What follows belongs to an exercise in optimizing a design on an open flow for small area, a short achievable clock period and few clock cycles per item; a production flow would make more cautious choices. RTL that was checked went through simulation tests only; none was proved equivalent to the original. No functional check of the RTL was part of run 1.

==> flow/design.v (outline; a module is shown in full before it is edited, if it fits) <==
// module lzc: 22 lines
// module gen_lzc: 25 lines
// module lzc_4: 10 lines
// module int_div: 122 lines
// module ks_sub: 36 lines
// module ks_add: 34 lines
// module int_sqrt: 90 lines
// module fp_rnd: 240 lines
// module fp_add_head: 168 lines
// module fp_add_spec: 160 lines
// module fp_add_tail: 141 lines
// module fp_mul_head: 130 lines
// module fp_mul_tail: 174 lines
// module mul24: 1955 lines
// module fp_fma_s2: 291 lines
// module fp_fma_tail: 186 lines
// module fp_fma_add_head: 302 lines
// module fma_addsub: 35 lines
// module fp_div: 225 lines
// module fp_div_tail: 124 lines
// module fp_sqrt: 189 lines
// module fp_i2f: 155 lines
// module fp_f2i: 229 lines
// module fp_cmp: 154 lines
// module fp_classify: 113 lines
// module f2d: 146 lines
// module d2f: 153 lines
// module fp_top: 986 lines
module fp_top
#(
    parameter fp_pkg::fp_format_e  FP_FORMAT   = fp_pkg::FP32,
    parameter fp_pkg::int_format_e INT_FORMAT  = fp_pkg::INT32,
    parameter logic        RISCV_MODE  = 1'b0
)
(
    input clk_i,
    input rst_i,
    input start_i,
    output logic ready_o,
    input [63:0] a_i,
    input [63:0] b_i,
    input [63:0] c_i,
    input fp_pkg::roundmode_e rnd_i,
    input fp_pkg::float_op_e op_i,
    input [1:0] op_modify_i,
    output logic [63:0] result_o,
    output logic valid_o,
    output fp_pkg::status_t flags_o
);
  // ...
==> flow/flow/run.sh <==
#!/bin/bash
set -euo pipefail
bash standard.sh SETUP_SLACK_MARGIN=6.5 finish > flow_make.log 2>&1
==> flow/standard.sh <==
#!/bin/bash
# synth_recipe.tcl (not shown) runs the flow's synth.tcl, then flattens the netlist and writes it again
# the make line also repeats each setting of config.mk as NAME=value (left out here)
make -C /OpenROAD-flow-scripts/flow DESIGN_CONFIG=/design/flow/config.mk WORK_HOME=/design/flow/orfs CLKGATE_MAP_FILE= SYNTH_SCRIPT=/design/flow/synth_recipe.tcl "${@:-finish}"
==> flow/config.mk <==
export PLATFORM = sky130hd
export DESIGN_NAME = fp_top
export DESIGN_NICKNAME = fp_top
export VERILOG_FILES = /design/flow/design.v
export SDC_FILE = /design/flow/constraint.sdc
export NUM_CORES = 8
export LEC_CHECK = 0
export ABC_AREA = 1
export CAP_MARGIN = 20
export CORE_MARGIN = 2
export CORE_UTILIZATION = 40
export SETUP_SLACK_MARGIN = 5
export SLEW_MARGIN = 20
==> flow/constraint.sdc <==
create_clock -name core_clock -period 20.0 [get_ports {clk_i}]
set_input_delay 4.0000 -clock core_clock [delete_from_list [all_inputs] [get_ports {clk_i}]]
set_output_delay 4.0000 -clock core_clock [all_outputs]
set_load 0.01 [all_outputs]
==> summary.txt, run 1 <==
worst reg2reg path endpoint=f_ashamt_q[1]; Worst EP arrival=9370 ps; commonest non-fill, non-tap cell in the layout=sky130_fd_sc_hd__nand2_1; cell family with the largest share of critical-path delay=simple AND/OR/NAND/NOR gates; highest attainable clock frequency=0.0748 GHz; peak-usage layer in the global routing report=met2; FF/Latch Area=about 12000 um2; Synth Area in Simple Gates=29.7%; y dimension of the die=530 um; compound-gate portion of the synthesized area=22.9%; total stage count of the critical path=40; final core utilization=a little under half; met3 global-route usage=6.49%; number of nets with antenna violations after routing=0; clock latency reported for the late side of the worst-skew pair=750 ps; area fraction of the dominant cell type after synthesis=about 15%; run status=timing/DRC/antenna clean; Critical Path Slowest Stage Cell=sky130_fd_sc_hd__nor3_1; adder and majority cell fraction of the synthesized area=16.8%; htree depth=3; net count reported at finish=19.6k; top library cells by usage in the layout, fill and taps aside=sky130_fd_sc_hd__nand2_1 (4277), sky130_fd_sc_hd__inv_1 (2197), sky130_fd_sc_hd__o21ai_0 (1818); critical register-to-register path startpoint=m_b_q[7]
==> module fp_add_head, before the edit <==
module fp_add_head
#(
    parameter fp_pkg::fp_format_e FP_FORMAT = fp_pkg::FP32
)
(
    input  [31:0] a_i,
    input  [31:0] b_i,
    input         sub_i,
    input  fp_pkg::roundmode_e rnd_i,
    output logic        sign_o,
    output logic [28:0] urpr_mant_o,
    output logic [7:0]  urpr_exp_o,
    output logic [4:0]  shamt_o,
    output logic        sticky_o
);
localparam int unsigned FP_WIDTH   = fp_pkg::fp_width(FP_FORMAT);
localparam int unsigned EXP_WIDTH  = fp_pkg::exp_bits(FP_FORMAT);
localparam int unsigned MANT_WIDTH = fp_pkg::man_bits(FP_FORMAT);
localparam R_IND = {1'b1, {EXP_WIDTH{1'b1}}, 1'b1, {MANT_WIDTH-1{1'b0}}};
function logic sign(input logic [FP_WIDTH-1:0] val);
    sign = val[FP_WIDTH-1];
endfunction
function logic [EXP_WIDTH-1:0] exp(input logic [FP_WIDTH-1:0] val);
    exp = val[FP_WIDTH-2-:EXP_WIDTH];
endfunction
function logic [MANT_WIDTH-1:0] mant(input logic [FP_WIDTH-1:0] val);
    mant = val[FP_WIDTH-2-EXP_WIDTH:0];
endfunction
function logic is_minus(input logic [FP_WIDTH-1:0] val);
    is_minus = sign(val);
endfunction
function logic is_normal(input logic [FP_WIDTH-1:0] val);
    is_normal = (exp(val) >= 1) && (exp(val) <= (2**EXP_WIDTH-2));
endfunction
function logic is_subnormal(input logic [FP_WIDTH-1:0] val);
    is_subnormal = (exp(val) == 0) && (mant(val) != 0);
endfunction
function logic is_zero(input logic [FP_WIDTH-1:0] val);
    is_zero = val[FP_WIDTH-2:0] == 0;
endfunction
function logic is_inf(input logic [FP_WIDTH-1:0] val);
    is_inf = exp(val) == (2**EXP_WIDTH-1) && mant(val) == 0;
endfunction
function logic is_nan(input logic [FP_WIDTH-1:0] val);
    is_nan = exp(val) == (2**EXP_WIDTH-1) && mant(val) != 0;
endfunction
function logic is_signalling(input logic [FP_WIDTH-1:0] val);
    is_signalling = exp(val) == (2**EXP_WIDTH-1) && mant(val) != 0 && !val[FP_WIDTH-2-EXP_WIDTH];
endfunction
function logic is_quiet(input logic [FP_WIDTH-1:0] val);
    is_quiet = exp(val) == (2**EXP_WIDTH-1) && val[FP_WIDTH-2-EXP_WIDTH];
endfunction
function logic is_canonical(input logic [FP_WIDTH-1:0] val);
    is_canonical = is_finite(val) | is_inf(val) | (exp(val) == (2**EXP_WIDTH-1) && val[FP_WIDTH-2-EXP_WIDTH]);
endfunction
function logic is_finite(input logic [FP_WIDTH-1:0] val);
    is_finite = is_zero(val) | is_subnormal(val) | is_normal(val);
endfunction
function fp_pkg::fp_info_t fp_info(input logic [FP_WIDTH-1:0] val);
    fp_pkg::fp_info_t info;
    info = '0;
    info.is_minus       = is_minus(val);
    info.is_normal      = is_normal(val);
    info.is_subnormal   = is_subnormal(val);
    info.is_zero        = is_zero(val);
    info.is_inf         = is_inf(val);
    info.is_nan         = is_nan(val);
    info.is_signalling  = is_signalling(val);
    info.is_canonical   = is_canonical(val);
    info.is_finite      = is_finite(val);
    info.is_quiet       = is_quiet(val);
    fp_info = info;
endfunction
typedef struct packed {
    logic sign;
    logic [EXP_WIDTH-1:0] exp;
    logic [MANT_WIDTH-1:0] mant;
} fp_encoding_t;
typedef struct packed {
    fp_encoding_t u_result;
    logic [1:0] rs;
    logic round_en;
    logic invalid;
    logic [1:0] exp_cout;
} uround_res_t;
typedef struct packed {
    fp_encoding_t result;
    fp_pkg::status_t flags;
} round_res_t;
typedef struct packed {
    logic sign;
    logic [EXP_WIDTH-1:0] exp;
    logic [2*MANT_WIDTH + 1:0] mant;
} fp_encoding_fma_t;
typedef struct packed {
    fp_encoding_fma_t u_result;
    logic [1:0] rs;
    logic round_en;
    logic invalid;
    logic [1:0] exp_cout;
} uround_res_fma_t;
logic exp_eq, exp_lt;
logic mant_lt;
logic lt;
logic [EXP_WIDTH-1:0]exp_diff;
logic [MANT_WIDTH + fp_pkg::GUARD_BITS:0]shifted_mant;
logic [MANT_WIDTH:0]bigger_mant;
logic urpr_s;
logic [MANT_WIDTH + fp_pkg::GUARD_BITS + 2:0] urpr_mant;
logic [EXP_WIDTH-1:0] urpr_exp;
fp_encoding_t a_decoded;
fp_encoding_t b_decoded;
logic [EXP_WIDTH:0] stickyindex;
logic [MANT_WIDTH:0] sigB;
logic [MANT_WIDTH:0] compressed_mant;
logic stickybit;
assign a_decoded = a_i;
assign b_decoded = b_i;
fp_pkg::fp_info_t a_info;
fp_pkg::fp_info_t b_info;
assign a_info = fp_info(a_i);
assign b_info = fp_info(b_i);
logic denormalA;
logic denormalB;
assign denormalA = (a_info.is_subnormal ^ b_info.is_subnormal) & a_info.is_subnormal;
assign denormalB = (a_info.is_subnormal ^ b_info.is_subnormal) & b_info.is_subnormal;
assign exp_eq = (a_decoded.exp == b_decoded.exp);
assign exp_lt = (a_decoded.exp < b_decoded.exp);
assign mant_lt = (a_decoded.mant < b_decoded.mant);
assign lt = exp_lt | (exp_eq & mant_lt);
assign exp_diff = lt? (b_decoded.exp - a_decoded.exp)
                    : (a_decoded.exp - b_decoded.exp);
assign shifted_mant = lt? ({{a_info.is_normal, a_decoded.mant},{fp_pkg::GUARD_BITS{1'b0}}} >> (denormalA ? exp_diff - 1 : exp_diff))
                        : ({{b_info.is_normal, b_decoded.mant},{fp_pkg::GUARD_BITS{1'b0}}} >> (denormalB ? exp_diff - 1 : exp_diff));
assign bigger_mant = lt? {b_info.is_normal, b_decoded.mant} : {a_info.is_normal, a_decoded.mant};
assign urpr_s = lt? sub_i ^ b_decoded.sign : a_decoded.sign;
assign urpr_mant = (a_decoded.sign ^ (sub_i ^ b_decoded.sign))? ({1'b0, bigger_mant,{fp_pkg::GUARD_BITS{1'b0}},1'b0} - {1'b0,shifted_mant,stickybit})
                                                            : ({1'b0, bigger_mant,{fp_pkg::GUARD_BITS{1'b0}},1'b0} + {1'b0,shifted_mant,stickybit});
assign urpr_exp = lt? b_decoded.exp : a_decoded.exp;
logic [$clog2(FP_WIDTH)-1:0] shamt;
lzc #(.WIDTH(MANT_WIDTH+fp_pkg::GUARD_BITS)) lzc_inst
(
    .a_i(urpr_mant[MANT_WIDTH + fp_pkg::GUARD_BITS + 1 : fp_pkg::GUARD_BITS - 1]),
    .cnt_o(shamt),
    .zero_o()
);
assign sigB = lt? {a_info.is_normal, a_decoded.mant} : {b_info.is_normal, b_decoded.mant};
genvar i;
generate
    for(i = 0; i <= MANT_WIDTH; i= i+1)
	begin : combine_sig
        assign compressed_mant[i] = |sigB[i:0];
	end
endgenerate
assign stickyindex = exp_diff - (fp_pkg::GUARD_BITS + 1);
always_comb
    if($signed(stickyindex) < $signed(0))
        stickybit = 1'b0;
    else if($signed(stickyindex) > $signed(MANT_WIDTH))
        stickybit = compressed_mant[MANT_WIDTH];
    else
        stickybit = compressed_mant[stickyindex];
assign sign_o = urpr_s;
assign urpr_mant_o = urpr_mant;
assign urpr_exp_o = urpr_exp;
assign shamt_o = shamt;
assign sticky_o = stickybit;
endmodule
==> module fp_mul_head, before the edit <==
module fp_mul_head
#(
    parameter fp_pkg::fp_format_e FP_FORMAT = fp_pkg::FP32
)
(
    input  [31:0] a_i,
    input  [31:0] b_i,
    output logic [47:0] prod_o,      
    output logic [5:0]  lsum_o,      
    output logic [9:0]  expa_o,      
    output logic [9:0]  expb_o       
);
localparam int unsigned FP_WIDTH   = fp_pkg::fp_width(FP_FORMAT);
localparam int unsigned EXP_WIDTH  = fp_pkg::exp_bits(FP_FORMAT);
localparam int unsigned MANT_WIDTH = fp_pkg::man_bits(FP_FORMAT);
localparam int unsigned BIAS       = (2**(EXP_WIDTH-1)-1);
function logic sign(input logic [FP_WIDTH-1:0] val);
    sign = val[FP_WIDTH-1];
endfunction
function logic [EXP_WIDTH-1:0] exp(input logic [FP_WIDTH-1:0] val);
    exp = val[FP_WIDTH-2-:EXP_WIDTH];
endfunction
function logic [MANT_WIDTH-1:0] mant(input logic [FP_WIDTH-1:0] val);
    mant = val[FP_WIDTH-2-EXP_WIDTH:0];
endfunction
function logic is_minus(input logic [FP_WIDTH-1:0] val);
    is_minus = sign(val);
endfunction
function logic is_normal(input logic [FP_WIDTH-1:0] val);
    is_normal = (exp(val) >= 1) && (exp(val) <= (2**EXP_WIDTH-2));
endfunction
function logic is_subnormal(input logic [FP_WIDTH-1:0] val);
    is_subnormal = (exp(val) == 0) && (mant(val) != 0);
endfunction
function logic is_zero(input logic [FP_WIDTH-1:0] val);
    is_zero = val[FP_WIDTH-2:0] == 0;
endfunction
function logic is_inf(input logic [FP_WIDTH-1:0] val);
    is_inf = exp(val) == (2**EXP_WIDTH-1) && mant(val) == 0;
endfunction
function logic is_nan(input logic [FP_WIDTH-1:0] val);
    is_nan = exp(val) == (2**EXP_WIDTH-1) && mant(val) != 0;
endfunction
function logic is_signalling(input logic [FP_WIDTH-1:0] val);
    is_signalling = exp(val) == (2**EXP_WIDTH-1) && mant(val) != 0 && !val[FP_WIDTH-2-EXP_WIDTH];
endfunction
function logic is_quiet(input logic [FP_WIDTH-1:0] val);
    is_quiet = exp(val) == (2**EXP_WIDTH-1) && val[FP_WIDTH-2-EXP_WIDTH];
endfunction
function logic is_canonical(input logic [FP_WIDTH-1:0] val);
    is_canonical = is_finite(val) | is_inf(val) | (exp(val) == (2**EXP_WIDTH-1) && val[FP_WIDTH-2-EXP_WIDTH]);
endfunction
function logic is_finite(input logic [FP_WIDTH-1:0] val);
    is_finite = is_zero(val) | is_subnormal(val) | is_normal(val);
endfunction
function fp_pkg::fp_info_t fp_info(input logic [FP_WIDTH-1:0] val);
    fp_pkg::fp_info_t info;
    info = '0;
    info.is_minus       = is_minus(val);
    info.is_normal      = is_normal(val);
    info.is_subnormal   = is_subnormal(val);
    info.is_zero        = is_zero(val);
    info.is_inf         = is_inf(val);
    info.is_nan         = is_nan(val);
    info.is_signalling  = is_signalling(val);
    info.is_canonical   = is_canonical(val);
    info.is_finite      = is_finite(val);
    info.is_quiet       = is_quiet(val);
    fp_info = info;
endfunction
typedef struct packed {
    logic sign;
    logic [EXP_WIDTH-1:0] exp;
    logic [MANT_WIDTH-1:0] mant;
} fp_encoding_t;
typedef struct packed {
    fp_encoding_t u_result;
    logic [1:0] rs;
    logic round_en;
    logic invalid;
    logic [1:0] exp_cout;
} uround_res_t;
typedef struct packed {
    fp_encoding_t result;
    fp_pkg::status_t flags;
} round_res_t;
typedef struct packed {
    logic sign;
    logic [EXP_WIDTH-1:0] exp;
    logic [2*MANT_WIDTH + 1:0] mant;
} fp_encoding_fma_t;
typedef struct packed {
    fp_encoding_fma_t u_result;
    logic [1:0] rs;
    logic round_en;
    logic invalid;
    logic [1:0] exp_cout;
} uround_res_fma_t;
fp_encoding_t a_decoded;
fp_encoding_t b_decoded;
assign a_decoded = a_i;
assign b_decoded = b_i;
fp_pkg::fp_info_t a_info;
fp_pkg::fp_info_t b_info;
assign a_info = fp_info(a_i);
assign b_info = fp_info(b_i);
logic [MANT_WIDTH:0] ma;
logic [MANT_WIDTH:0] mb;
assign ma = {a_info.is_normal, a_decoded.mant};
assign mb = {b_info.is_normal, b_decoded.mant};
logic [4:0] la;
logic [4:0] lb;
logic za;
logic zb;
lzc #(.WIDTH(MANT_WIDTH+1)) lzc_a (.a_i(ma), .cnt_o(la), .zero_o(za));
lzc #(.WIDTH(MANT_WIDTH+1)) lzc_b (.a_i(mb), .cnt_o(lb), .zero_o(zb));
mul24 mul24_inst
(
    .x_i(ma),
    .y_i(mb),
    .p_o(prod_o)
);
assign lsum_o = la + lb;
logic [EXP_WIDTH + 1:0] urpr_exp;
logic [EXP_WIDTH + 1:0] uexp_n;
assign urpr_exp = (a_decoded.exp + b_decoded.exp) - ((a_info.is_subnormal | b_info.is_subnormal) ? BIAS-1 : BIAS );
assign uexp_n = urpr_exp - (la + lb);
assign expa_o = (za | zb) ? urpr_exp : uexp_n;
assign expb_o = (za | zb) ? urpr_exp : uexp_n + 1'b1;
endmodule
==> module fp_mul_tail, before the edit <==
module fp_mul_tail
#(
    parameter fp_pkg::fp_format_e FP_FORMAT = fp_pkg::FP32
)
(
    input  [31:0] a_i,
    input  [31:0] b_i,
    input  [47:0] prod_i,
    input  [5:0]  lsum_i,
    input  [9:0]  expa_i,
    input  [9:0]  expb_i,
    output logic [38:0] urnd_result_o
);
localparam int unsigned FP_WIDTH   = fp_pkg::fp_width(FP_FORMAT);
localparam int unsigned EXP_WIDTH  = fp_pkg::exp_bits(FP_FORMAT);
localparam int unsigned MANT_WIDTH = fp_pkg::man_bits(FP_FORMAT);
localparam int unsigned BIAS       = (2**(EXP_WIDTH-1)-1);
localparam INF   = {{EXP_WIDTH{1'b1}}, {MANT_WIDTH{1'b0}}};
localparam R_IND = {1'b1, {EXP_WIDTH{1'b1}}, 1'b1, {MANT_WIDTH-1{1'b0}}};
function logic sign(input logic [FP_WIDTH-1:0] val);
    sign = val[FP_WIDTH-1];
endfunction
function logic [EXP_WIDTH-1:0] exp(input logic [FP_WIDTH-1:0] val);
    exp = val[FP_WIDTH-2-:EXP_WIDTH];
endfunction
function logic [MANT_WIDTH-1:0] mant(input logic [FP_WIDTH-1:0] val);
    mant = val[FP_WIDTH-2-EXP_WIDTH:0];
endfunction
function logic is_minus(input logic [FP_WIDTH-1:0] val);
    is_minus = sign(val);
endfunction
function logic is_normal(input logic [FP_WIDTH-1:0] val);
    is_normal = (exp(val) >= 1) && (exp(val) <= (2**EXP_WIDTH-2));
endfunction
function logic is_subnormal(input logic [FP_WIDTH-1:0] val);
    is_subnormal = (exp(val) == 0) && (mant(val) != 0);
endfunction
function logic is_zero(input logic [FP_WIDTH-1:0] val);
    is_zero = val[FP_WIDTH-2:0] == 0;
endfunction
function logic is_inf(input logic [FP_WIDTH-1:0] val);
    is_inf = exp(val) == (2**EXP_WIDTH-1) && mant(val) == 0;
endfunction
function logic is_nan(input logic [FP_WIDTH-1:0] val);
    is_nan = exp(val) == (2**EXP_WIDTH-1) && mant(val) != 0;
endfunction
function logic is_signalling(input logic [FP_WIDTH-1:0] val);
    is_signalling = exp(val) == (2**EXP_WIDTH-1) && mant(val) != 0 && !val[FP_WIDTH-2-EXP_WIDTH];
endfunction
function logic is_quiet(input logic [FP_WIDTH-1:0] val);
    is_quiet = exp(val) == (2**EXP_WIDTH-1) && val[FP_WIDTH-2-EXP_WIDTH];
endfunction
function logic is_canonical(input logic [FP_WIDTH-1:0] val);
    is_canonical = is_finite(val) | is_inf(val) | (exp(val) == (2**EXP_WIDTH-1) && val[FP_WIDTH-2-EXP_WIDTH]);
endfunction
function logic is_finite(input logic [FP_WIDTH-1:0] val);
    is_finite = is_zero(val) | is_subnormal(val) | is_normal(val);
endfunction
function fp_pkg::fp_info_t fp_info(input logic [FP_WIDTH-1:0] val);
    fp_pkg::fp_info_t info;
    info = '0;
    info.is_minus       = is_minus(val);
    info.is_normal      = is_normal(val);
    info.is_subnormal   = is_subnormal(val);
    info.is_zero        = is_zero(val);
    info.is_inf         = is_inf(val);
    info.is_nan         = is_nan(val);
    info.is_signalling  = is_signalling(val);
    info.is_canonical   = is_canonical(val);
    info.is_finite      = is_finite(val);
    info.is_quiet       = is_quiet(val);
    fp_info = info;
endfunction
typedef struct packed {
    logic sign;
    logic [EXP_WIDTH-1:0] exp;
    logic [MANT_WIDTH-1:0] mant;
} fp_encoding_t;
typedef struct packed {
    fp_encoding_t u_result;
    logic [1:0] rs;
    logic round_en;
    logic invalid;
    logic [1:0] exp_cout;
} uround_res_t;
typedef struct packed {
    fp_encoding_t result;
    fp_pkg::status_t flags;
} round_res_t;
typedef struct packed {
    logic sign;
    logic [EXP_WIDTH-1:0] exp;
    logic [2*MANT_WIDTH + 1:0] mant;
} fp_encoding_fma_t;
typedef struct packed {
    fp_encoding_fma_t u_result;
    logic [1:0] rs;
    logic round_en;
    logic invalid;
    logic [1:0] exp_cout;
} uround_res_fma_t;
uround_res_t urnd;
fp_encoding_t result_o;
logic [1:0] rs_o;
logic round_en_o;
logic invalid_o;
logic [1:0] exp_cout_o;
logic urpr_s;
logic [2*MANT_WIDTH + 1:0] prod_n;
logic sign_o;
logic [EXP_WIDTH-1:0] exp_o;
logic [MANT_WIDTH-1:0] mant_o;
fp_encoding_t a_decoded;
fp_encoding_t b_decoded;
assign a_decoded = a_i;
assign b_decoded = b_i;
fp_pkg::fp_info_t a_info;
fp_pkg::fp_info_t b_info;
assign a_info = fp_info(a_i);
assign b_info = fp_info(b_i);
assign prod_n = prod_i << lsum_i;
always_comb
begin
    round_en_o = 1'b0;
	result_o = 0;
    if(a_info.is_nan)
    begin
        result_o.sign = a_decoded.sign;
        result_o.mant = {1'b1, a_decoded.mant[MANT_WIDTH-2:0]};
        result_o.exp = a_decoded.exp;
    end
    else if(b_info.is_nan)
    begin
        result_o.sign = b_decoded.sign;
        result_o.mant = {1'b1, b_decoded.mant[MANT_WIDTH-2:0]};
        result_o.exp = b_decoded.exp;
    end
    else if(a_info.is_inf)
        if(b_info.is_zero)
            result_o = R_IND;
        else
            result_o = {sign_o, INF};
    else if(a_info.is_normal || a_info.is_subnormal)
        if(b_info.is_inf)
            result_o = {sign_o, INF};
        else if(b_info.is_zero)
            result_o = {sign_o, {FP_WIDTH-1{1'b0}}};
        else
        begin
            round_en_o = 1'b1;
            result_o.sign = sign_o;
            result_o.mant = mant_o;
            result_o.exp = exp_o;
        end
    else if(a_info.is_zero)
        if(b_info.is_inf)
            result_o = R_IND;
        else
            result_o = {sign_o, {FP_WIDTH-1{1'b0}}};
end
assign urpr_s = a_decoded.sign ^ b_decoded.sign;
assign sign_o = urpr_s;
assign {exp_cout_o, exp_o} = prod_n[2*MANT_WIDTH + 1] ? expb_i : expa_i;
assign mant_o = prod_n[2*MANT_WIDTH + 1] ? prod_n[2*MANT_WIDTH -: MANT_WIDTH] : prod_n[2*MANT_WIDTH - 1 -: MANT_WIDTH];
assign rs_o[1] = prod_n[2*MANT_WIDTH + 1] ? prod_n[MANT_WIDTH] : prod_n[MANT_WIDTH - 1];
assign rs_o[0] = prod_n[2*MANT_WIDTH + 1] ? |prod_n[MANT_WIDTH-1:0] : |prod_n[MANT_WIDTH - 2:0];
assign invalid_o = a_info.is_signalling | b_info.is_signalling | ((a_info.is_zero & b_info.is_inf) | (a_info.is_inf & b_info.is_zero));
assign urnd.u_result =  result_o;
assign urnd.rs =  rs_o;
assign urnd.round_en =  round_en_o;
assign urnd.invalid =  invalid_o;
assign urnd.exp_cout =  exp_cout_o;
assign urnd_result_o = urnd;
endmodule
==> module fp_fma_s2, before the edit <==
module fp_fma_s2
#(
    parameter fp_pkg::fp_format_e FP_FORMAT = fp_pkg::FP32
)
(
    input  [47:0] prod_i,
    input  [5:0]  lsum_i,
    input  [9:0]  expa_i,
    input  [9:0]  expb_i,
    input  [31:0] a_i,           
    input  [31:0] b_i,
    input  [31:0] c_i,
    input         sub_i,
    input  fp_pkg::roundmode_e rnd_i,
    output logic        fsel_o,        
    output logic [31:0] fspec_o,
    output logic        invalid_o,
    output logic        msticky_o,     
    output logic        asel_add_o,    
    output logic        asel_sub_o,    
    output logic [25:0] aspec_o,       
    output logic        aspec_sign_o,
    output logic [7:0]  aspec_exp_o,
    output logic        around_en_o,
    output logic        around_only_o,
    output logic        amul_ovf_o,
    output logic        amul_uf_o,
    output logic        asign_o,
    output logic [53:0] aurpr_mant_o,
    output logic [7:0]  aurpr_exp_o,
    output logic [5:0]  ashamt_o,
    output logic        asticky_o,
    output logic [1:0]  aexp_in_o       
);
localparam int unsigned FP_WIDTH   = fp_pkg::fp_width(FP_FORMAT);
localparam int unsigned EXP_WIDTH  = fp_pkg::exp_bits(FP_FORMAT);
localparam int unsigned MANT_WIDTH = fp_pkg::man_bits(FP_FORMAT);
localparam int unsigned BIAS       = (2**(EXP_WIDTH-1)-1);
localparam INF   = {{EXP_WIDTH{1'b1}}, {MANT_WIDTH{1'b0}}};
localparam R_IND = {1'b1, {EXP_WIDTH{1'b1}}, 1'b1, {MANT_WIDTH-1{1'b0}}};
function logic sign(input logic [FP_WIDTH-1:0] val);
    sign = val[FP_WIDTH-1];
endfunction
function logic [EXP_WIDTH-1:0] exp(input logic [FP_WIDTH-1:0] val);
    exp = val[FP_WIDTH-2-:EXP_WIDTH];
endfunction
function logic [MANT_WIDTH-1:0] mant(input logic [FP_WIDTH-1:0] val);
    mant = val[FP_WIDTH-2-EXP_WIDTH:0];
endfunction
function logic is_minus(input logic [FP_WIDTH-1:0] val);
    is_minus = sign(val);
endfunction
function logic is_normal(input logic [FP_WIDTH-1:0] val);
    is_normal = (exp(val) >= 1) && (exp(val) <= (2**EXP_WIDTH-2));
endfunction
function logic is_subnormal(input logic [FP_WIDTH-1:0] val);
    is_subnormal = (exp(val) == 0) && (mant(val) != 0);
endfunction
function logic is_zero(input logic [FP_WIDTH-1:0] val);
    is_zero = val[FP_WIDTH-2:0] == 0;
endfunction
function logic is_inf(input logic [FP_WIDTH-1:0] val);
    is_inf = exp(val) == (2**EXP_WIDTH-1) && mant(val) == 0;
endfunction
function logic is_nan(input logic [FP_WIDTH-1:0] val);
    is_nan = exp(val) == (2**EXP_WIDTH-1) && mant(val) != 0;
endfunction
function logic is_signalling(input logic [FP_WIDTH-1:0] val);
    is_signalling = exp(val) == (2**EXP_WIDTH-1) && mant(val) != 0 && !val[FP_WIDTH-2-EXP_WIDTH];
endfunction
function logic is_quiet(input logic [FP_WIDTH-1:0] val);
    is_quiet = exp(val) == (2**EXP_WIDTH-1) && val[FP_WIDTH-2-EXP_WIDTH];
endfunction
function logic is_canonical(input logic [FP_WIDTH-1:0] val);
    is_canonical = is_finite(val) | is_inf(val) | (exp(val) == (2**EXP_WIDTH-1) && val[FP_WIDTH-2-EXP_WIDTH]);
endfunction
function logic is_finite(input logic [FP_WIDTH-1:0] val);
    is_finite = is_zero(val) | is_subnormal(val) | is_normal(val);
endfunction
function fp_pkg::fp_info_t fp_info(input logic [FP_WIDTH-1:0] val);
    fp_pkg::fp_info_t info;
    info = '0;
    info.is_minus       = is_minus(val);
    info.is_normal      = is_normal(val);
    info.is_subnormal   = is_subnormal(val);
    info.is_zero        = is_zero(val);
    info.is_inf         = is_inf(val);
    info.is_nan         = is_nan(val);
    info.is_signalling  = is_signalling(val);
    info.is_canonical   = is_canonical(val);
    info.is_finite      = is_finite(val);
    info.is_quiet       = is_quiet(val);
    fp_info = info;
endfunction
typedef struct packed {
    logic sign;
    logic [EXP_WIDTH-1:0] exp;
    logic [MANT_WIDTH-1:0] mant;
} fp_encoding_t;
typedef struct packed {
    fp_encoding_t u_result;
    logic [1:0] rs;
    logic round_en;
    logic invalid;
    logic [1:0] exp_cout;
} uround_res_t;
typedef struct packed {
    fp_encoding_t result;
    fp_pkg::status_t flags;
} round_res_t;
typedef struct packed {
    logic sign;
    logic [EXP_WIDTH-1:0] exp;
    logic [2*MANT_WIDTH + 1:0] mant;
} fp_encoding_fma_t;
typedef struct packed {
    fp_encoding_fma_t u_result;
    logic [1:0] rs;
    logic round_en;
    logic invalid;
    logic [1:0] exp_cout;
} uround_res_fma_t;
fp_encoding_t a_decoded;
fp_encoding_t b_decoded;
fp_encoding_t c_decoded;
assign a_decoded = a_i;
assign b_decoded = b_i;
assign c_decoded = c_i;
fp_pkg::fp_info_t a_info;
fp_pkg::fp_info_t b_info;
fp_pkg::fp_info_t c_info;
assign a_info = fp_info(a_i);
assign b_info = fp_info(b_i);
assign c_info = fp_info(c_i);
localparam int unsigned MANT_WIDTH_ADDER = 2*MANT_WIDTH + 2;
localparam int unsigned FP_WIDTH_ADDER = 1 + EXP_WIDTH + MANT_WIDTH_ADDER;
fp_encoding_t mul_result;
logic mul_round_en;
logic [1:0] mul_exp_cout;
logic mul_urpr_s;
logic [2*MANT_WIDTH + 1:0] prod_n;
logic mul_sign;
logic [EXP_WIDTH-1:0] mul_exp;
logic [2*MANT_WIDTH + 1:0] mul_norm_mant;
logic [FP_WIDTH_ADDER-1:0] joined_mul_result;
always_comb
begin
    mul_round_en = 1'b0;
	mul_result = 0;
    if(a_info.is_nan)
    begin
        mul_result.sign = a_decoded.sign;
        mul_result.exp = a_decoded.exp;
    end
    else if(b_info.is_nan)
    begin
        mul_result.sign = b_decoded.sign;
        mul_result.exp = b_decoded.exp;
    end
    else if(a_info.is_inf)
        if(b_info.is_zero)
            mul_result = R_IND;
        else
            mul_result = {mul_sign, INF};
    else if(a_info.is_normal || a_info.is_subnormal)
        if(b_info.is_inf)
            mul_result = {mul_sign, INF};
        else if(b_info.is_zero)
            mul_result = {mul_sign, {FP_WIDTH-1{1'b0}}};
        else
        begin
            mul_round_en = 1'b1;
            mul_result.sign = mul_sign;
            mul_result.exp = mul_exp;
        end
    else if(a_info.is_zero)
        if(b_info.is_inf)
            mul_result = R_IND;
        else
            mul_result = {mul_sign, {FP_WIDTH-1{1'b0}}};
end
assign mul_urpr_s = a_decoded.sign ^ b_decoded.sign;
assign prod_n = prod_i << lsum_i;
assign mul_sign = mul_urpr_s;
assign {mul_exp_cout, mul_exp} = prod_n[2*MANT_WIDTH + 1] ? expb_i : expa_i;
assign mul_norm_mant = prod_n[2*MANT_WIDTH + 1] ? {prod_n[2*MANT_WIDTH : 0],1'b0} : {prod_n[2*MANT_WIDTH - 1 : 0],2'b0};
logic [EXP_WIDTH-1:0] mul_uexp;
logic [2*MANT_WIDTH + 1:0] mul_umant;
logic mul_round_out;
logic [EXP_WIDTH-1:0] mul_denorm_shift;
assign mul_denorm_shift = $signed(0)-$signed({mul_exp_cout,mul_result.exp});
always_comb
begin
    mul_uexp = {EXP_WIDTH{1'b0}};
    {mul_umant, mul_round_out} = {1'b1, mul_norm_mant[2*MANT_WIDTH + 1:0]} >> mul_denorm_shift;
end
logic [EXP_WIDTH:0] stickyindex;
logic [2*MANT_WIDTH + 2:0] sigB;
logic [2*MANT_WIDTH + 2:0] compressed_mant;
logic new_stickybit;
assign sigB = {1'b1, mul_norm_mant[2*MANT_WIDTH + 1:0]};
genvar i;
generate
    for(i = 0; i <= (2*MANT_WIDTH+2); i= i+1)
	begin : combine_sig_mul
        assign compressed_mant[i] = |sigB[i:0];
	end
endgenerate
assign stickyindex = mul_denorm_shift - 1;
always_comb
    if($signed(stickyindex) < $signed(0))
        new_stickybit = 1'b0;
    else if($signed(stickyindex) > $signed(2*MANT_WIDTH+2))
        new_stickybit = compressed_mant[2*MANT_WIDTH+2];
    else
        new_stickybit = compressed_mant[stickyindex];
logic mult_sticky_bit;
always_comb
    if($signed({mul_exp_cout,mul_result.exp}) <= $signed(0))
        mult_sticky_bit = mul_round_out | new_stickybit;
    else
        mult_sticky_bit = 1'b0;
always_comb begin
    if ($signed({mul_exp_cout,mul_result.exp}) <= $signed(0) && !(a_info.is_zero || b_info.is_zero))
        joined_mul_result = {mul_result.sign,mul_uexp,mul_umant[2*MANT_WIDTH+1:1],mul_umant[0] | mult_sticky_bit};
    else
        joined_mul_result = {mul_result.sign,mul_result.exp,mul_norm_mant};
end
logic mul_ovf_sig;
logic add_round_en;
logic add_round_only;
logic add_mul_uf;
logic add_invalid;
logic [1:0] add_sel;
logic [FP_WIDTH_ADDER-1:0] add_spec;
fp_fma_add_head #(.FP_FORMAT(fp_pkg::FP48)) fp_add_inst
(
    .a_i(joined_mul_result),
    .b_i({c_decoded, {MANT_WIDTH+2{1'b0}}}),
    .sub_i(sub_i),
    .exp_in(mul_exp_cout),
    .round_en(mul_round_en),
    .rnd_i(rnd_i),
    .spec_o(add_spec),
    .sel_o(add_sel),
    .round_en_o(add_round_en),
    .round_only(add_round_only),
    .mul_ovf(mul_ovf_sig),
    .mul_uf(add_mul_uf),
    .sign_o(asign_o),
    .urpr_mant_o(aurpr_mant_o),
    .urpr_exp_o(aurpr_exp_o),
    .shamt_o(ashamt_o),
    .sticky_o(asticky_o),
    .invalid_o(add_invalid)
);
assign invalid_o = a_info.is_signalling | b_info.is_signalling | c_info.is_signalling |
                    ((a_info.is_inf & b_info.is_zero) | (a_info.is_zero & b_info.is_inf)) |
                    (!a_info.is_nan && !b_info.is_nan && c_info.is_inf & ((mul_result.sign ^ (sub_i ^ c_decoded.sign)) & (a_info.is_inf | b_info.is_inf)));
always_comb
begin
    fsel_o = 1'b0;
	fspec_o = 0;
    amul_ovf_o = 1'b0;
    if((a_info.is_inf & b_info.is_zero) | (a_info.is_zero & b_info.is_inf))
        fspec_o = R_IND;
    else if(a_info.is_nan)
        fspec_o = {a_decoded.sign, a_decoded.exp, 1'b1, a_decoded.mant[MANT_WIDTH-2:0]};
    else if(b_info.is_nan)
        fspec_o = {b_decoded.sign, b_decoded.exp, 1'b1, b_decoded.mant[MANT_WIDTH-2:0]};
    else if(c_info.is_nan)
        fspec_o = {c_decoded.sign, c_decoded.exp, 1'b1, c_decoded.mant[MANT_WIDTH-2:0]};
    else if(c_info.is_inf)
        fspec_o = ((mul_result.sign ^ (sub_i ^ c_decoded.sign)) & (a_info.is_inf | b_info.is_inf))? R_IND : {sub_i ^ c_decoded.sign,c_decoded.exp,c_decoded.mant} ;
    else
    begin
        fsel_o     = 1'b1;
        amul_ovf_o = mul_ovf_sig & ~invalid_o;
    end
end
assign msticky_o     = mult_sticky_bit;
assign asel_add_o    = add_sel != 2'd0;
assign asel_sub_o    = add_sel == 2'd1;
assign aspec_sign_o  = add_spec[FP_WIDTH_ADDER-1];
assign aspec_exp_o   = add_spec[FP_WIDTH_ADDER-2 -: EXP_WIDTH];
assign aspec_o       = {add_spec[MANT_WIDTH_ADDER-1 -: 25], |add_spec[MANT_WIDTH_ADDER-26:0]};
assign around_en_o   = add_round_en;
assign around_only_o = add_round_only;
assign amul_uf_o     = add_mul_uf;
assign aexp_in_o     = mul_exp_cout;
endmodule
==> inputs of run 2 (changes only) <==
--- a/flow/design.v
+++ b/flow/design.v
@@ -866,18 +866,23 @@
 assign mant_lt = (a_decoded.mant < b_decoded.mant);
 assign lt = exp_lt | (exp_eq & mant_lt);
 assign exp_diff = lt? (b_decoded.exp - a_decoded.exp)
                     : (a_decoded.exp - b_decoded.exp);
 assign shifted_mant = lt? ({{a_info.is_normal, a_decoded.mant},{fp_pkg::GUARD_BITS{1'b0}}} >> (denormalA ? exp_diff - 1 : exp_diff))
                         : ({{b_info.is_normal, b_decoded.mant},{fp_pkg::GUARD_BITS{1'b0}}} >> (denormalB ? exp_diff - 1 : exp_diff));
 assign bigger_mant = lt? {b_info.is_normal, b_decoded.mant} : {a_info.is_normal, a_decoded.mant};
 assign urpr_s = lt? sub_i ^ b_decoded.sign : a_decoded.sign;
-assign urpr_mant = (a_decoded.sign ^ (sub_i ^ b_decoded.sign))? ({1'b0, bigger_mant,{fp_pkg::GUARD_BITS{1'b0}},1'b0} - {1'b0,shifted_mant,stickybit})
-                                                            : ({1'b0, bigger_mant,{fp_pkg::GUARD_BITS{1'b0}},1'b0} + {1'b0,shifted_mant,stickybit});
+ks_addsub #(.W(MANT_WIDTH + fp_pkg::GUARD_BITS + 3)) addsub_inst
+(
+    .x_i({1'b0, bigger_mant,{fp_pkg::GUARD_BITS{1'b0}},1'b0}),
+    .y_i({1'b0,shifted_mant,stickybit}),
+    .sub_i(a_decoded.sign ^ (sub_i ^ b_decoded.sign)),
+    .s_o(urpr_mant)
+);
 assign urpr_exp = lt? b_decoded.exp : a_decoded.exp;
 logic [$clog2(FP_WIDTH)-1:0] shamt;
 lzc #(.WIDTH(MANT_WIDTH+fp_pkg::GUARD_BITS)) lzc_inst
 (
     .a_i(urpr_mant[MANT_WIDTH + fp_pkg::GUARD_BITS + 1 : fp_pkg::GUARD_BITS - 1]),
     .cnt_o(shamt),
     .zero_o()
 );
@@ -1199,25 +1204,61 @@
 end
 assign urnd.u_result = result_o;
 assign urnd.rs = rs_o;
 assign urnd.round_en = round_en_o;
 assign urnd.invalid = invalid_i;
 assign urnd.exp_cout = exp_cout_o;
 assign urnd_result_o = urnd;
 endmodule
+module ks_addsub
+#(
+    parameter int W = 29
+)
+(
+    input  [W-1:0] x_i,
+    input  [W-1:0] y_i,
+    input          sub_i,
+    output [W-1:0] s_o
+);
+localparam int L = $clog2(W);
+logic [W-1:0] yy;
+logic [W-1:0] p0;
+logic [W-1:0] g0;
+assign yy = y_i ^ {W{sub_i}};
+assign p0 = x_i ^ yy;
+assign g0 = x_i & yy;
+logic [W-1:0] p [0:L];
+logic [W-1:0] g [0:L];
+assign p[0] = p0;
+assign g[0] = {g0[W-1:1], g0[0] | (p0[0] & sub_i)};
+genvar l, j;
+generate
+    for (l = 0; l < L; l++) begin : g_lvl
+        for (j = 0; j < W; j++) begin : g_bit
+            if (j >= (1 << l)) begin : g_op
+                assign g[l+1][j] = g[l][j] | (p[l][j] & g[l][j - (1 << l)]);
+                assign p[l+1][j] = p[l][j] & p[l][j - (1 << l)];
+            end else begin : g_pass
+                assign g[l+1][j] = g[l][j];
+                assign p[l+1][j] = p[l][j];
+            end
+        end
+    end
+endgenerate
+assign s_o = p0 ^ {g[L][W-2:0], sub_i};
+endmodule
 module fp_mul_head
 #(
     parameter fp_pkg::fp_format_e FP_FORMAT = fp_pkg::FP32
 )
 (
     input  [31:0] a_i,
     input  [31:0] b_i,
     output logic [47:0] prod_o,      
-    output logic [5:0]  lsum_o,      
     output logic [9:0]  expa_o,      
     output logic [9:0]  expb_o       
 );
 localparam int unsigned FP_WIDTH   = fp_pkg::fp_width(FP_FORMAT);
 localparam int unsigned EXP_WIDTH  = fp_pkg::exp_bits(FP_FORMAT);
 localparam int unsigned MANT_WIDTH = fp_pkg::man_bits(FP_FORMAT);
 localparam int unsigned BIAS       = (2**(EXP_WIDTH-1)-1);
 function logic sign(input logic [FP_WIDTH-1:0] val);
@@ -1315,39 +1356,41 @@
 assign ma = {a_info.is_normal, a_decoded.mant};
 assign mb = {b_info.is_normal, b_decoded.mant};
 logic [4:0] la;
 logic [4:0] lb;
 logic za;
 logic zb;
 lzc #(.WIDTH(MANT_WIDTH+1)) lzc_a (.a_i(ma), .cnt_o(la), .zero_o(za));
 lzc #(.WIDTH(MANT_WIDTH+1)) lzc_b (.a_i(mb), .cnt_o(lb), .zero_o(zb));
+logic [MANT_WIDTH:0] ma_n;
+logic [MANT_WIDTH:0] mb_n;
+assign ma_n = ma << la;
+assign mb_n = mb << lb;
 mul24 mul24_inst
 (
-    .x_i(ma),
-    .y_i(mb),
+    .x_i(ma_n),
+    .y_i(mb_n),
     .p_o(prod_o)
 );
-assign lsum_o = la + lb;
 logic [EXP_WIDTH + 1:0] urpr_exp;
 logic [EXP_WIDTH + 1:0] uexp_n;
 assign urpr_exp = (a_decoded.exp + b_decoded.exp) - ((a_info.is_subnormal | b_info.is_subnormal) ? BIAS-1 : BIAS );
 assign uexp_n = urpr_exp - (la + lb);
 assign expa_o = (za | zb) ? urpr_exp : uexp_n;
 assign expb_o = (za | zb) ? urpr_exp : uexp_n + 1'b1;
 endmodule
 module fp_mul_tail
 #(
     parameter fp_pkg::fp_format_e FP_FORMAT = fp_pkg::FP32
 )
 (
     input  [31:0] a_i,
     input  [31:0] b_i,
     input  [47:0] prod_i,
-    input  [5:0]  lsum_i,
     input  [9:0]  expa_i,
     input  [9:0]  expb_i,
     output logic [38:0] urnd_result_o
 );
 localparam int unsigned FP_WIDTH   = fp_pkg::fp_width(FP_FORMAT);
 localparam int unsigned EXP_WIDTH  = fp_pkg::exp_bits(FP_FORMAT);
 localparam int unsigned MANT_WIDTH = fp_pkg::man_bits(FP_FORMAT);
 localparam int unsigned BIAS       = (2**(EXP_WIDTH-1)-1);
@@ -1449,17 +1492,17 @@
 fp_encoding_t a_decoded;
 fp_encoding_t b_decoded;
 assign a_decoded = a_i;
 assign b_decoded = b_i;
 fp_pkg::fp_info_t a_info;
 fp_pkg::fp_info_t b_info;
 assign a_info = fp_info(a_i);
 assign b_info = fp_info(b_i);
-assign prod_n = prod_i << lsum_i;
+assign prod_n = prod_i;
 always_comb
 begin
     round_en_o = 1'b0;
 	result_o = 0;
     if(a_info.is_nan)
     begin
         result_o.sign = a_decoded.sign;
         result_o.mant = {1'b1, a_decoded.mant[MANT_WIDTH-2:0]};
@@ -3464,17 +3507,16 @@
 ks_add #(.W(48)) u_fadd (.a_i(ra), .b_i(rb), .s_o(p_o));
 endmodule
 module fp_fma_s2
 #(
     parameter fp_pkg::fp_format_e FP_FORMAT = fp_pkg::FP32
 )
 (
     input  [47:0] prod_i,
-    input  [5:0]  lsum_i,
     input  [9:0]  expa_i,
     input  [9:0]  expb_i,
     input  [31:0] a_i,           
     input  [31:0] b_i,
     input  [31:0] c_i,
     input         sub_i,
     input  fp_pkg::roundmode_e rnd_i,
     output logic        fsel_o,        
@@ -3640,17 +3682,17 @@
         end
     else if(a_info.is_zero)
         if(b_info.is_inf)
             mul_result = R_IND;
         else
             mul_result = {mul_sign, {FP_WIDTH-1{1'b0}}};
 end
 assign mul_urpr_s = a_decoded.sign ^ b_decoded.sign;
-assign prod_n = prod_i << lsum_i;
+assign prod_n = prod_i;
 assign mul_sign = mul_urpr_s;
 assign {mul_exp_cout, mul_exp} = prod_n[2*MANT_WIDTH + 1] ? expb_i : expa_i;
 assign mul_norm_mant = prod_n[2*MANT_WIDTH + 1] ? {prod_n[2*MANT_WIDTH : 0],1'b0} : {prod_n[2*MANT_WIDTH - 1 : 0],2'b0};
 logic [EXP_WIDTH-1:0] mul_uexp;
 logic [2*MANT_WIDTH + 1:0] mul_umant;
 logic mul_round_out;
 logic [EXP_WIDTH-1:0] mul_denorm_shift;
 assign mul_denorm_shift = $signed(0)-$signed({mul_exp_cout,mul_result.exp});
@@ -5996,55 +6038,50 @@
     add_shamt_q     <= add_shamt;
     add_sticky_q    <= add_sticky;
 end
 logic mul_done;
 assign mul_done = mul_start;
 logic [FP_WIDTH-1:0] m_a_fp;
 assign m_a_fp = {a_fp[FP_WIDTH-1] ^ ((op_i == fp_pkg::FMADD) & op_modify_i[1]), a_fp[FP_WIDTH-2:0]};
 logic [47:0] m_prod;
-logic [5:0]  m_lsum;
 logic [9:0]  m_expa;
 logic [9:0]  m_expb;
 fp_mul_head #(.FP_FORMAT(FP_FORMAT)) fp_mul_head_inst
 (
     .a_i(m_a_fp),
     .b_i(b_fp),
     .prod_o(m_prod),
-    .lsum_o(m_lsum),
     .expa_o(m_expa),
     .expb_o(m_expb)
 );
 logic [47:0] m_prod_q;
-logic [5:0]  m_lsum_q;
 logic [9:0]  m_expa_q;
 logic [9:0]  m_expb_q;
 logic [31:0] m_a_q;
 logic [31:0] m_b_q;
 logic [31:0] m_c_q;
 logic        m_sub_q;
 logic        m_mod1_q;
 always_ff @(posedge clk_i) begin
     m_mod1_q  <= op_modify_i[1];
     m_prod_q  <= m_prod;
-    m_lsum_q  <= m_lsum;
     m_expa_q  <= m_expa;
     m_expb_q  <= m_expb;
     m_a_q     <= m_a_fp;
     m_b_q     <= b_fp;
     m_c_q     <= c_fp;
     m_sub_q   <= op_modify_i[0];
 end
 uround_res_t mul_urnd_result;
 fp_mul_tail #(.FP_FORMAT(FP_FORMAT)) fp_mul_tail_inst
 (
     .a_i(m_a_q),
     .b_i(m_b_q),
     .prod_i(m_prod_q),
-    .lsum_i(m_lsum_q),
     .expa_i(m_expa_q),
     .expb_i(m_expb_q),
     .urnd_result_o(mul_urnd_result)
 );
 logic        f_fsel;
 logic [31:0] f_fspec;
 logic        f_invalid;
 logic        f_msticky;
@@ -6060,17 +6097,16 @@
 logic        f_asign;
 logic [53:0] f_aurpr_mant;
 logic [7:0]  f_aurpr_exp;
 logic [5:0]  f_ashamt;
 logic        f_asticky;
 fp_fma_s2 #(.FP_FORMAT(FP_FORMAT)) fp_fma_s2_inst
 (
     .prod_i(m_prod_q),
-    .lsum_i(m_lsum_q),
     .expa_i(m_expa_q),
     .expb_i(m_expb_q),
     .a_i(m_a_q),
     .b_i(m_b_q),
     .c_i(m_c_q),
     .sub_i(m_sub_q),
     .rnd_i(fma_rnd_q),
     .fsel_o(f_fsel),
@@ -6469,17 +6505,16 @@
     rnd_q <= rnd_sel;
 end
 logic        f_fsel_q;
 logic [31:0] f_fspec_q;
 logic        f_invalid_q;
 fp_fma_s2 #(.FP_FORMAT(FP_FORMAT)) fp_fma_spec_inst
 (
     .prod_i(m_prod_q),
-    .lsum_i(m_lsum_q),
     .expa_i(m_expa_q),
     .expb_i(m_expb_q),
     .a_i(m_a_q),
     .b_i(m_b_q),
     .c_i(m_c_q),
     .sub_i(m_sub_q),
     .rnd_i(fma_rnd_q),
     .fsel_o(f_fsel_q),
==> flow/run.sh (new file) <==
#!/bin/bash
# synth_recipe.tcl (not shown) runs the flow's synth.tcl, then flattens the netlist and writes it again
# the make line also repeats each setting of config.mk as NAME=value (left out here)
make -C /OpenROAD-flow-scripts/flow DESIGN_CONFIG=/design/flow/config.mk WORK_HOME=/design/flow/orfs CLKGATE_MAP_FILE= SYNTH_SCRIPT=/design/flow/synth_recipe.tcl finish
removed: flow/flow/run.sh
removed: flow/standard.sh
==> run 2 against run 1 <==
Against the previous run: the layout now fails its checks (capacitance limit, slew limit); via count fell by 3.9%; critical endpoint is now result_o[23]; sequential cell count fell by 6; fmax fell by 9.3%; clock skew rose by 55 ps.
==> summary.txt, run 2 <==
run status=failed layout checks; layout violations=capacitance limit, slew limit; total negative slack for setup checks=0 ps; Worst setup EP type=output pin; setup repair after global routing missed its margin=yes; max FFs per register=between 50 and 60; Slew @ Worst Pin=about 1700 ps; Clk pin slew, worst setup/hold paths=60 ps; global placement routability congestion=1.07; y dimension of the die=524 um (-1.2%); longest individual stage delay on the worst path=roughly 1100 ps; signed area change from the synthesized netlist to the final layout=9.23%; final HPWL from detailed placement=427 mm; initial drt markers=16.0k; post-layout min period=14740 ps; setup skew after layout=between 90 and 100 ps; standard-cell rows=190; Critical Path Slowest Stage Cell=sky130_fd_sc_hd__o21ai_0; total of hold buffers inserted after clock tree synthesis=0; cell types with the highest counts after synthesis=sky130_fd_sc_hd__nand2_1 (4103), sky130_fd_sc_hd__inv_1 (2253), sky130_fd_sc_hd__o21ai_0 (1926); Detailed Route WL=539 mm; Post-Synthesis Cell Area=around 110000 um2; least setup slack across all paths after layout=between 5000 and 6000 ps; via count=125k; DIE WIDTH=524 um; library cell occupying the most area in the post-synthesis netlist=sky130_fd_sc_hd__nand2_1; number of nets with antenna violations after routing=0 (unchanged); Total Die Area=274000 um2; synthesized area per cell=6.08 um2; share of synthesized registers carrying an async set or reset=3.17%; worst path required time=16000 ps; global-route wire length before repair=774 mm; minimum hold slack=338 ps; CP dominant cell by count=sky130_fd_sc_hd__nand2_1; most frequently used cell type in the post-synthesis netlist=sky130_fd_sc_hd__nand2_1; initial antenna violation count=40; clock latency reported for the late side of the worst-skew pair=870 ps (+120 ps); Worst EP arrival=10740 ps (+1370 ps); # IOs=275; post-DR wirelength/cell=between 20 and 30 um; number of iterations in the first detailed-routing pass=9; cell types occupying the most area after synthesis=sky130_fd_sc_hd__nand2_1 (14%), sky130_fd_sc_hd__dfxtp_1 (10%), sky130_fd_sc_hd__fa_1 (9.1%), sky130_fd_sc_hd__o21ai_0 (8.9%), sky130_fd_sc_hd__ha_1 (7.8%); number of design rule violations left after detail routing=0; vias per cell=a little under 6; highest attainable clock frequency=0.0678 GHz (-9.3%); ratio of cells with drive above 1 in the final layout=approximately 6.6%; kind of critical path=flop to output pin; number of flops mapped to enable cells by yosys=24; area fraction of the dominant cell type after synthesis=14.2% (-0.47 points); commonest non-fill, non-tap cell in the layout=sky130_fd_sc_hd__nand2_1; overall overflow remaining after global route=0; maximum clock insertion buffer count=4; prevailing post-synth register cell=sky130_fd_sc_hd__dfxtp_1; number of port buffers=210; TritonCTS clock tree=yes; htree depth=3 (unchanged); Final Cycle Share=73.7%; Clock Sinks=599; Max FO, Critical Path=29; Slew Limit Headroom=-15.2%; initial core utilization=40.3%; Hold Vio Cnt, Final=0; total nets after synthesis=19.1k; number of cells produced by synthesis=approximately 18k; count of distinct cell types in the synthesized netlist=93; root cell of the clock tree=sky130_fd_sc_hd__clkbuf_16; sequential element share of the synthesized area=11.4%; number of inserted filler cells in the final layout=approximately 29k; worst-case setup slack after placement=2070 ps; max capacitance violation total=1; via count of the first global-routing pass=114k; synth warn=57; net count reported at finish=18.9k (-3.4%); Slew Viols, Final=3; worst min-delay path category=flop to flop; area of the core region=approximately 270000 um2; Top Registers=f_aurpr_mant_q (53), m_prod_q (48), urnd_q (38); largest net degree at the start of global routing=slightly below 90; GRT Resource Usage Total=37.7%; register bank with the most flops=f_aurpr_mant_q; CP Launch Type=flop; top library cells by usage in the layout, fill and taps aside=sky130_fd_sc_hd__nand2_1 (4078), sky130_fd_sc_hd__inv_1 (2233), sky130_fd_sc_hd__o21ai_0 (1861); number of buffers inserted during clock tree synthesis=81; number of setup violations in the final report=0; post-synthesis sequential element count=599
-- run 2: cell types whose count changed after synthesis, moves of 25 or more --
cell	delta
sky130_fd_sc_hd__nand2_1	-242
sky130_fd_sc_hd__nand3_1	-75
sky130_fd_sc_hd__xnor2_1	+64
sky130_fd_sc_hd__clkbuf_1	-61
sky130_fd_sc_hd__xor2_1	-55
sky130_fd_sc_hd__o21ai_0	-41
sky130_fd_sc_hd__o211ai_1	-40
sky130_fd_sc_hd__o22ai_1	+35
sky130_fd_sc_hd__nor2_1	+29
sky130_fd_sc_hd__ha_1	-25
-- run 2: cell type report --
cell class | instances | area [um2] | share of cell area (%)
clock inverter | 40 | 558 | 0.472
clock buffer | 101 | 2190 | 1.86
antenna | 18 | 45.0 | 0.0381
tap | 3552 | 4440 | 3.76
timing repair inverter | 9 | 50.0 | 0.0424
multi-input combinational | 13881 | 84100 | 71.2
timing repair buffer | 607 | 5270 | 4.46
inverter | 2395 | 9130 | 7.73
sequential | 599 | 12300 | 10.4
-- run 2: worst paths after layout --
check	startpoint	to	slack, ps	depth (start not counted)
setup / recovery	int_div_inst.s_q[23]	result_o[23]	5260	50
hold / removal	int_div_inst.n_q[16]	int_div_inst.n_q[23]	340	0
setup reg to reg	m_a_q[0]	f_ashamt_q[0]	5550	72
hold reg to reg	int_div_inst.n_q[16]	int_div_inst.n_q[23]	340	0
max in group asynchronous	rst_i	int_div_inst.cnt_q[0]	16070	2
min in group asynchronous	rst_i	done_q	3630	2
-- run 2: cell families after synthesis --
kind of cell / synth area share, %
multiplexers: 0.936
AND/OR/NAND/NOR: 29.6
adder cells (fa/ha/maj): 16.9
buffers and inverters: 11.9
flip-flops: 11.4
XOR/XNOR: 6.66
AO/OA/AOI/OAI: 22.6
-- run 2: metal layers --
metal	vias to the layer above	global-route usage, %	share of wire (%)
met5	-	0	0.032
met4	26	19.0	6.0
met3	1268	7.34	10
met2	6631	56.4	42
met1	58842	51.3	42
li1	58576	-	-
-- run 2: timing repair --
| action | CTS | global route |
|---|---|---|
| pin swaps | 7 | 25 |
| endpoints found under the setup margin | 115 | 161 |
| gates resized for setup | 112 | 265 |
| buffers inserted | 12 | 50 |
| cloned | 3 | 12 |
-- run 2: critical path: cells and delay by family (launching register included) --
kind	cells	cell delay, ps
flops	1	420
compound gates	9	2770
buf+inv	7	1470
simple gates	32	4570
fa+ha+maj	2	610
-- run 2: per-stage QoR --
| stage | utilization (%) | cells | cell area [um2] |
|---|---|---|---|
| finish | 44.0 | 21202 | 118000 |
| global route | 44.0 | 21191 | 118000 |
| CTS | 43.5 | 21119 | 117000 |
| detailed placement | 42.3 | 20963 | 114000 |
| global placement | 42.3 | 20963 | 114000 |
| floorplan | - | 17773 | 108000 |
Testbench counts of run 2, summed over its fixed seeds: cycles 35,466, ops 24,000.

==> static timing again, ports no longer ideal <==
The flow's constraints put no driver on any port. The routed layouts listed below were extracted and timed again, unchanged, in two steps.
Step 1, drivers: a clkbuf_16 drives clk_i and a buf_2 each remaining input, both assumed.
Step 2 times the ports against the registers' clock, not the clock port: input delays grow and output delays shrink by t, the midpoint of the rising clock arrivals with the driver on.
Three values: ideal, step 1, step 2; two values: the first two.
run	shift t [ns]	setup slack, ns	worst setup path at the end	clock arrival spread, ns	worst slew at a driven data input, ns
run 1	0.827	6.627 / 6.527 / 6.252	input to register	0.041 / 0.041	0.17
run 2	0.915	5.257 / 5.157 / 4.677	input to register	0.101 / 0.101	0.25
For run 2, which loses most, drivers alone change the setup slack by -0.100 ns; drivers and shift together by -0.580 ns.
